From an optimization exercise on the open Yosys and OpenROAD flow, aimed at small area; shortcuts taken in it are not production practice. Function was checked by simulation only, so behaviour that the tests miss may differ from the original.

===== flow/config.mk =====
export PLATFORM = sky130hd
export DESIGN_NAME = total_fir
export DESIGN_NICKNAME = total_fir
export VERILOG_FILES = /design/flow/design.v
export SDC_FILE = /design/flow/constraint.sdc
export NUM_CORES = 4
export LEC_CHECK = 0
export CAP_MARGIN = 20
export CORE_MARGIN = 2
export CORE_UTILIZATION = 40
export SLEW_MARGIN = 20

===== flow/constraint.sdc =====
create_clock -name core_clock -period 5.0 [get_ports {clk}]
set_input_delay 1.0000 -clock core_clock [delete_from_list [all_inputs] [get_ports {clk}]]
set_output_delay 1.0000 -clock core_clock [all_outputs]
set_load 0.01 [all_outputs]

===== flow/design.v =====
module dff(out_a, in_a, clk);
	parameter bitwidth = 8;
	input signed[bitwidth - 1:0]in_a;
	input clk;
	output signed[bitwidth - 1:0]out_a;
	reg signed[bitwidth - 1:0]out_a;
	always@(posedge clk)
		out_a <= in_a;
 endmodule
module mul(out, in_c, in_a);
	input signed[7:0] in_a, in_c;
	output signed[13:0] out;
	wire signed[15:0]sum;
	assign sum = in_a * in_c;
	assign out = sum[15:2];
endmodule
module adder(sum, a, b, c, d);
	parameter bitwidth = 14;
	input signed[bitwidth - 1:0]a, b, c, d;
	output signed[bitwidth + 1:0]sum;
	assign sum = a + b + c + d;
endmodule
module total_fir(total_out, x_in, clk);
	input clk;
	input signed[7:0]x_in;
	output signed[15:0]total_out;
	wire signed[7:0]c0 = 8'b0_0010001;
	wire signed[7:0]c1 = 8'b1_1010111;
	wire signed[7:0]c2 = 8'b0_0011000;
	wire signed[7:0]c3 = 8'b1_1000110;
	wire signed[7:0]c4 = 8'b1_0001100;
	wire signed[7:0]c5 = 8'b0_1010110;
	wire signed[7:0]c6 = 8'b1_0011010;
	wire signed[7:0]c7 = 8'b0_0111010;
	wire signed[7:0]c8 = 8'b1_1110000;
	wire signed[7:0]c9 = 8'b0_1111111;
	wire signed[7:0]c10 = 8'b0_0001111;
	wire signed[7:0]c11 = 8'b1_1110111;
	wire signed[7:0]c12 = 8'b1_1101011;
	wire signed[7:0]c13 = 8'b1_0110110;
	wire signed[7:0]c14 = 8'b1_0111100;
	wire signed[7:0]c15 = 8'b1_1010000;
	wire signed[7:0]in_a;
	wire signed[7:0]d1_eigh_out, d2_eigh_out, d3_eigh_out, d4_eigh_out, d5_eigh_out, d6_eigh_out,
					d7_eigh_out, d8_eigh_out, d9_eigh_out, d10_eigh_out, d11_eigh_out, d12_eigh_out,
					d13_eigh_out, d14_eigh_out, d15_eigh_out, d16_eigh_out;
	wire signed[13:0]m1_out, m2_out, m3_out, m4_out, m5_out, m6_out, m7_out, m8_out, m9_out, m10_out,
					m11_out, m12_out, m13_out, m14_out, m15_out, m16_out; 
	wire signed[13:0]d1_fort_out, d2_fort_out, d3_fort_out,  d4_fort_out, d5_fort_out, d6_fort_out,
					d7_fort_out, d8_fort_out, d9_fort_out, d10_fort_out, d11_fort_out, d12_fort_out,
					d13_fort_out, d14_fort_out, d15_fort_out, d16_fort_out;
	wire signed[15:0]a1_out, a2_out, a3_out, a4_out;
	wire signed[15:0]d1_sixt_out, d2_sixt_out, d3_sixt_out, d4_sixt_out;
	wire signed[17:0]total_tmp, a5_out;
	assign in_a = x_in;
	dff #(8) dff_1_eigh( .out_a(d1_eigh_out), .in_a(in_a), .clk(clk) );
	mul mul_1( .out(m1_out), .in_c(c15), .in_a(d1_eigh_out) );
	dff #(14) dff_1_fort( .out_a(d1_fort_out), .in_a(m1_out), .clk(clk) );
	dff #(8) dff_2_eigh( .out_a(d2_eigh_out), .in_a(d1_eigh_out), .clk(clk) );
	mul mul_2( .out(m2_out), .in_c(c14), .in_a(d2_eigh_out) );
	dff #(14) dff_2_fort( .out_a(d2_fort_out), .in_a(m2_out), .clk(clk) );
	dff #(8) dff_3_eigh( .out_a(d3_eigh_out), .in_a(d2_eigh_out), .clk(clk) );
	mul mul_3( .out(m3_out), .in_c(c13), .in_a(d3_eigh_out) );
	dff #(14) dff_3_fort( .out_a(d3_fort_out), .in_a(m3_out), .clk(clk) );
	dff #(8) dff_4_eigh( .out_a(d4_eigh_out), .in_a(d3_eigh_out), .clk(clk) );
	mul mul_4( .out(m4_out), .in_c(c12), .in_a(d4_eigh_out) );
	dff #(14) dff_4_fort( .out_a(d4_fort_out), .in_a(m4_out), .clk(clk) );
	adder #(14) adder_1( .sum(a1_out), .a(d1_fort_out), .b(d2_fort_out), .c(d3_fort_out), .d(d4_fort_out) );
	dff #(16) dff_1_sixt( .out_a(d1_sixt_out), .in_a(a1_out), .clk(clk) );
	dff #(8) dff_5_eigh( .out_a(d5_eigh_out), .in_a(d4_eigh_out), .clk(clk) );
	mul mul_5( .out(m5_out), .in_c(c11), .in_a(d5_eigh_out) );
	dff #(14) dff_5_fort( .out_a(d5_fort_out), .in_a(m5_out), .clk(clk) );
	dff #(8) dff_6_eigh( .out_a(d6_eigh_out), .in_a(d5_eigh_out), .clk(clk) );
	mul mul_6( .out(m6_out), .in_c(c10), .in_a(d6_eigh_out) );
	dff #(14) dff_6_fort( .out_a(d6_fort_out), .in_a(m6_out), .clk(clk) );
	dff #(8) dff_7_eigh( .out_a(d7_eigh_out), .in_a(d6_eigh_out), .clk(clk) );
	mul mul_7( .out(m7_out), .in_c(c9), .in_a(d7_eigh_out) );
	dff #(14) dff_7_fort( .out_a(d7_fort_out), .in_a(m7_out), .clk(clk) );
	dff #(8) dff_8_eigh( .out_a(d8_eigh_out), .in_a(d7_eigh_out), .clk(clk) );
	mul mul_8( .out(m8_out), .in_c(c8), .in_a(d8_eigh_out) );
	dff #(14) dff_8_fort( .out_a(d8_fort_out), .in_a(m8_out), .clk(clk) );
	adder #(14) adder_2( .sum(a2_out), .a(d5_fort_out), .b(d6_fort_out), .c(d7_fort_out), .d(d8_fort_out) );
	dff #(16) dff_2_sixt( .out_a(d2_sixt_out), .in_a(a2_out), .clk(clk) );
	dff #(8) dff_9_eigh( .out_a(d9_eigh_out), .in_a(d8_eigh_out), .clk(clk) );
	mul mul_9( .out(m9_out), .in_c(c7), .in_a(d9_eigh_out) );
	dff #(14) dff_9_fort( .out_a(d9_fort_out), .in_a(m9_out), .clk(clk) );
	dff #(8) dff_10_eigh( .out_a(d10_eigh_out), .in_a(d9_eigh_out), .clk(clk) );
	mul mul_10( .out(m10_out), .in_c(c6), .in_a(d10_eigh_out) );
	dff #(14) dff_10_fort( .out_a(d10_fort_out), .in_a(m10_out), .clk(clk) );
	dff #(8) dff_11_eigh( .out_a(d11_eigh_out), .in_a(d10_eigh_out), .clk(clk) );
	mul mul_11( .out(m11_out), .in_c(c5), .in_a(d11_eigh_out) );
	dff #(14) dff_11_fort( .out_a(d11_fort_out), .in_a(m11_out), .clk(clk) );
	dff #(8) dff_12_eigh( .out_a(d12_eigh_out), .in_a(d11_eigh_out), .clk(clk) );
	mul mul_12( .out(m12_out), .in_c(c4), .in_a(d12_eigh_out) );
	dff #(14) dff_12_fort( .out_a(d12_fort_out), .in_a(m12_out), .clk(clk) );
	adder #(14) adder_3( .sum(a3_out), .a(d9_fort_out), .b(d10_fort_out), .c(d11_fort_out), .d(d12_fort_out) );
	dff #(16) dff_3_sixt( .out_a(d3_sixt_out), .in_a(a3_out), .clk(clk) );
	dff #(8) dff_13_eigh( .out_a(d13_eigh_out), .in_a(d12_eigh_out), .clk(clk) );
	mul mul_13( .out(m13_out), .in_c(c3), .in_a(d13_eigh_out) );
	dff #(14) dff_13_fort( .out_a(d13_fort_out), .in_a(m13_out), .clk(clk) );
	dff #(8) dff_14_eigh( .out_a(d14_eigh_out), .in_a(d13_eigh_out), .clk(clk) );
	mul mul_14( .out(m14_out), .in_c(c2), .in_a(d14_eigh_out) );
	dff #(14) dff_14_fort( .out_a(d14_fort_out), .in_a(m14_out), .clk(clk) );
	dff #(8) dff_15_eigh( .out_a(d15_eigh_out), .in_a(d14_eigh_out), .clk(clk) );
	mul mul_15( .out(m15_out), .in_c(c1), .in_a(d15_eigh_out) );
	dff #(14) dff_15_fort( .out_a(d15_fort_out), .in_a(m15_out), .clk(clk) );
	dff #(8) dff_16_eigh( .out_a(d16_eigh_out), .in_a(d15_eigh_out), .clk(clk) );
	mul mul_16( .out(m16_out), .in_c(c0), .in_a(d16_eigh_out) );
	dff #(14) dff_16_fort( .out_a(d16_fort_out), .in_a(m16_out), .clk(clk) );
	adder #(14) adder_4( .sum(a4_out), .a(d13_fort_out), .b(d14_fort_out), .c(d15_fort_out), .d(d16_fort_out) );
	dff #(16) dff_4_sixt( .out_a(d4_sixt_out), .in_a(a4_out), .clk(clk) );
	adder #(16) adder_5( .sum(a5_out), .a(d1_sixt_out), .b(d2_sixt_out), .c(d3_sixt_out), .d(d4_sixt_out) );
	dff #(18) dff_eighteen( .out_a(total_tmp), .in_a(a5_out), .clk(clk) );
	assign total_out = total_tmp[17:2];
endmodule

===== flow/run.sh =====
#!/bin/bash
# synth_recipe.tcl (not shown) runs the flow's synth.tcl, then flattens the netlist and writes it again
# the make line also repeats each setting of config.mk as NAME=value (left out here)
make -C /OpenROAD-flow-scripts/flow DESIGN_CONFIG=/design/flow/config.mk WORK_HOME=/design/flow/orfs CLKGATE_MAP_FILE= SYNTH_SCRIPT=/design/flow/synth_recipe.tcl finish

==> summary.txt <==
status=complete, no violations; FILL cells=7264; Final nets=about 4000; first-pass GRT wire length=98900 um; Synth Area per Inst=10.01 um2; Final Worst Setup Slack=0.6101 ns; Top Family by Delay on Critical Path=adder cells; EDFF count, synth=0; crit-path max FO=6; worst-margin pin slew=0.9636 ns; PostCTS Resize Cnt=0; worst-path cell chain=inv_1 -> ha_1 -> inv_1 -> ha_1 -> fa_1 -> inv_1 -> fa_1 -> inv_1 -> ha_1 -> o21a_1 -> a2111oi_0 -> o31ai_1 -> a21oi_1 -> xnor2_1; core area=0.07595 mm2; I/O pin cnt=25; GR Overflow Total=0; maximum clock path buffer count=3; Rel. slew slack=0.3410; post-route setup TNS=0 ns; Crit. End Element=register; share of cells above drive strength 1=0.03380; Worst EP arrival=4.88 ns; startpoint types=register; Worst Path Required=about 5.5 ns; cells on worst reg2reg path=14; Ys Warns=4; area of the die=0.07903 mm2; TritonCTS buffer count=44; Core Rows=101; DIE HEIGHT=281.1 um; Seq cells post-synth=403; Via Count=19740; Synth cell types=67; Initial Utilization=0.4044; DR vias/cell=4.703; Post-DRT Antenna Nets=0; IO Port Bufs=24; HPWL after detailed placement=48460 um; number of DRC markers in iteration 0=approximately 730; Hold WC Path Type=register to register; initial antenna violation count=0; later-pin clock latency in the skew report=0.58 ns; Layout area overhead=10.33%; Worst Setup Path Type=register to register; Net Count, Synth=3934; die width=between 200 and 300 um; gpl congestion=between 0.8 and 0.9; final core occ=0.4462; clk sink count=403; unrepaired setup endpoints after global routing=no; Setup WS pre-CTS=0.6534 ns; ys async rst share=0; drt wl/cell=13.91 um; mapped cell area=between 0.03 and 0.04 mm2; ys flop type=dfxtp_1; Max Freq=about 0.23 GHz; Slowest-stage cell, CP=a2111oi_0; # DRC=0; sequential fraction of the synthesis area=0.2626; synthesized instance count=3070; crit share post-route=0.8780; total of max-cap violations=0; Worst Skew=0.03099 ns; Hold Buf Count CTS=0; Final Max Slew Viols=0; post-CTS setup buffer count=0; DRT Pass-1 Iters=5; H-tree depth=2; vias in the first global route=just under 20000; CTS Root Cell=clkbuf_16; clk slew on worst S/H paths=around 0.060 ns; Final min period=4.390 ns; final hold violation count=0; Routed WL=approximately 58000 um; GRT Util Overall=0.1551; slowest stage delay, CP=0.87 ns; largest net degree at the start of global routing=25; TritonCTS clock tree=done; WHS Path Cells=0; Top cell by count, worst path=inv_1; final setup fails=0; Worst path depth=14; Buf/Inv on CP=4
-- sequential cells by signal, summed over array words and instances, names as in the netlist, 9 cells and up --
signal              count
dff_13_fort.out_a      13
dff_eighteen.out_a     16
dff_2_fort.out_a       13
dff_12_fort.out_a      13
dff_9_fort.out_a       12
dff_3_sixt.out_a       16
dff_6_fort.out_a       11
dff_11_fort.out_a      14
dff_10_fort.out_a      13
dff_4_sixt.out_a       16
dff_1_fort.out_a        9
dff_15_fort.out_a      13
dff_14_fort.out_a      10
dff_4_fort.out_a       12
dff_5_fort.out_a       11
dff_3_fort.out_a       14
dff_2_sixt.out_a       16
dff_8_fort.out_a       11
dff_7_fort.out_a       14
dff_1_sixt.out_a       16
dff_16_fort.out_a      12
-- synthesized netlist by cell type, drive strengths merged (15+ instances only) --
cell      n  area [um2]
nor2b    28       175.2
a31oi    15       93.84
nor2    135       506.7
o21a     26       195.2
ha      576        7207
nand3    29       145.1
xnor2   177        1550
a21oi   149       757.0
fa      279        5585
nor3     58       290.3
o21ai    91       459.2
a21o     60       450.4
nand2   102       382.9
o21bai   18       135.1
o211ai   26       195.2
inv     617        2316
dfxtp   403        8068
a211oi   16       125.1
xor2     68       603.1
nand2b   20       125.1
-- per-stage QoR --
step	std cells	hold WS (ns)	cell area, um2
after floorplan	3070	0.3308	30720
final	4197	0.3570	33890
after detailed placement	4117	0.3446	32240
after CTS	4196	0.3556	33890
after global routing	4196	0.3712	33890
after global placement	4117	0.3513	32240
-- area by class of cell --
cell class	instances	area, um2	area share
Sequential cell	403	8068	0.2381
Timing Repair Buffer	30	285.3	0.008418
Clock buffer	52	1171	0.03456
Tap cell	1030	1289	0.03803
Inverter	617	2316	0.06834
Antenna cell	1	2.502	0.00007384
Multi-Input combinational cell	2037	20280	0.5985
Clock inverter	27	474.2	0.01399
-- metal layers --
| metal | up-vias | GRT usage | share of wire |
|---|---|---|---|
| li1 | 10200 | - | - |
| met1 | 9273 | 0.2205 | 0.50 |
| met2 | 196 | 0.2482 | 0.44 |
| met3 | 75 | 0.02170 | 0.036 |
| met4 | 0 | 0.03716 | 0.019 |
| met5 | - | 0 | 0 |
-- kinds of logic (layout without fill, tap and decap cells) --
family          count (synthesis)  after routing  synth area share
fa+ha+maj                     855            855            0.4165
buf+inv                       630            726           0.07703
compound gates                484            484            0.1022
simple gates                  446            446           0.06921
flops                         403            403            0.2626
xor+xnor                      245            245           0.07010
mux                             7              7          0.002322
other cells                     0              1                 0
-- placed cells by master, fill, tap and decap left out, types with 29 or more instances in the layout --
master,netlist,final
inv_1,617,617
ha_1,576,576
dfxtp_1,403,403
fa_1,279,279
xnor2_1,177,177
a21oi_1,146,146
nor2_1,135,135
nand2_1,102,102
o21ai_0,84,84
xor2_1,67,67
a21o_1,60,60
nor3_1,58,58
clkbuf_16,0,44
nand3_1,29,29
-- worst register-to-register path, stage by stage (launching register included) --
cell and delay, ns:
dfxtp_1 0.43, inv_1 0.09, ha_1 0.34, inv_1 0.06
ha_1 0.30, fa_1 0.54, inv_1 0.05, fa_1 0.52
inv_1 0.04, ha_1 0.32, o21a_1 0.20, a2111oi_0 0.87
o31ai_1 0.19, a21oi_1 0.21, xnor2_1 0.14
-- worst paths after layout --
path | start | to | slack, ns
setup reg to reg | dff_15_eigh.out_a[2]$_DFF_P_ | dff_15_fort.out_a[12]$_DFF_P_ | 0.61
setup / recovery | dff_15_eigh.out_a[2]$_DFF_P_ | dff_15_fort.out_a[12]$_DFF_P_ | 0.61
hold / removal | dff_1_eigh.out_a[1]$_DFF_P_ | dff_2_eigh.out_a[1]$_DFF_P_ | 0.36
hold reg to reg | dff_1_eigh.out_a[1]$_DFF_P_ | dff_2_eigh.out_a[1]$_DFF_P_ | 0.36

==> port drivers added, routing unchanged <==
Ports are ideal in the flow. The routed layout listed here was re-timed in OpenROAD.
Step 1: set_driving_cell puts a clkbuf_16 on clk and a buf_2 on each other input, an assumption about the parent block.
Step 2 times the ports against the registers' clock, not the clock port: input delays grow and output delays shrink by t, the midpoint of the rising clock arrivals with the driver on.
Three values: ideal ports, drivers, drivers and shift; two values: the first two.
t (ns): 0.631
slack for setup (ns): 0.610 / 0.610 / 0.610
hold slack, ns: 0.357 / 0.357 / 0.357
clock arrival spread, ns: 0.034 / 0.034
worst data-port slew with drivers (ns): 0.04
After both steps setup and hold are still met in this run. The setup slack of this run moves by 0.000 ns with the drivers and by 0.000 ns with both steps.
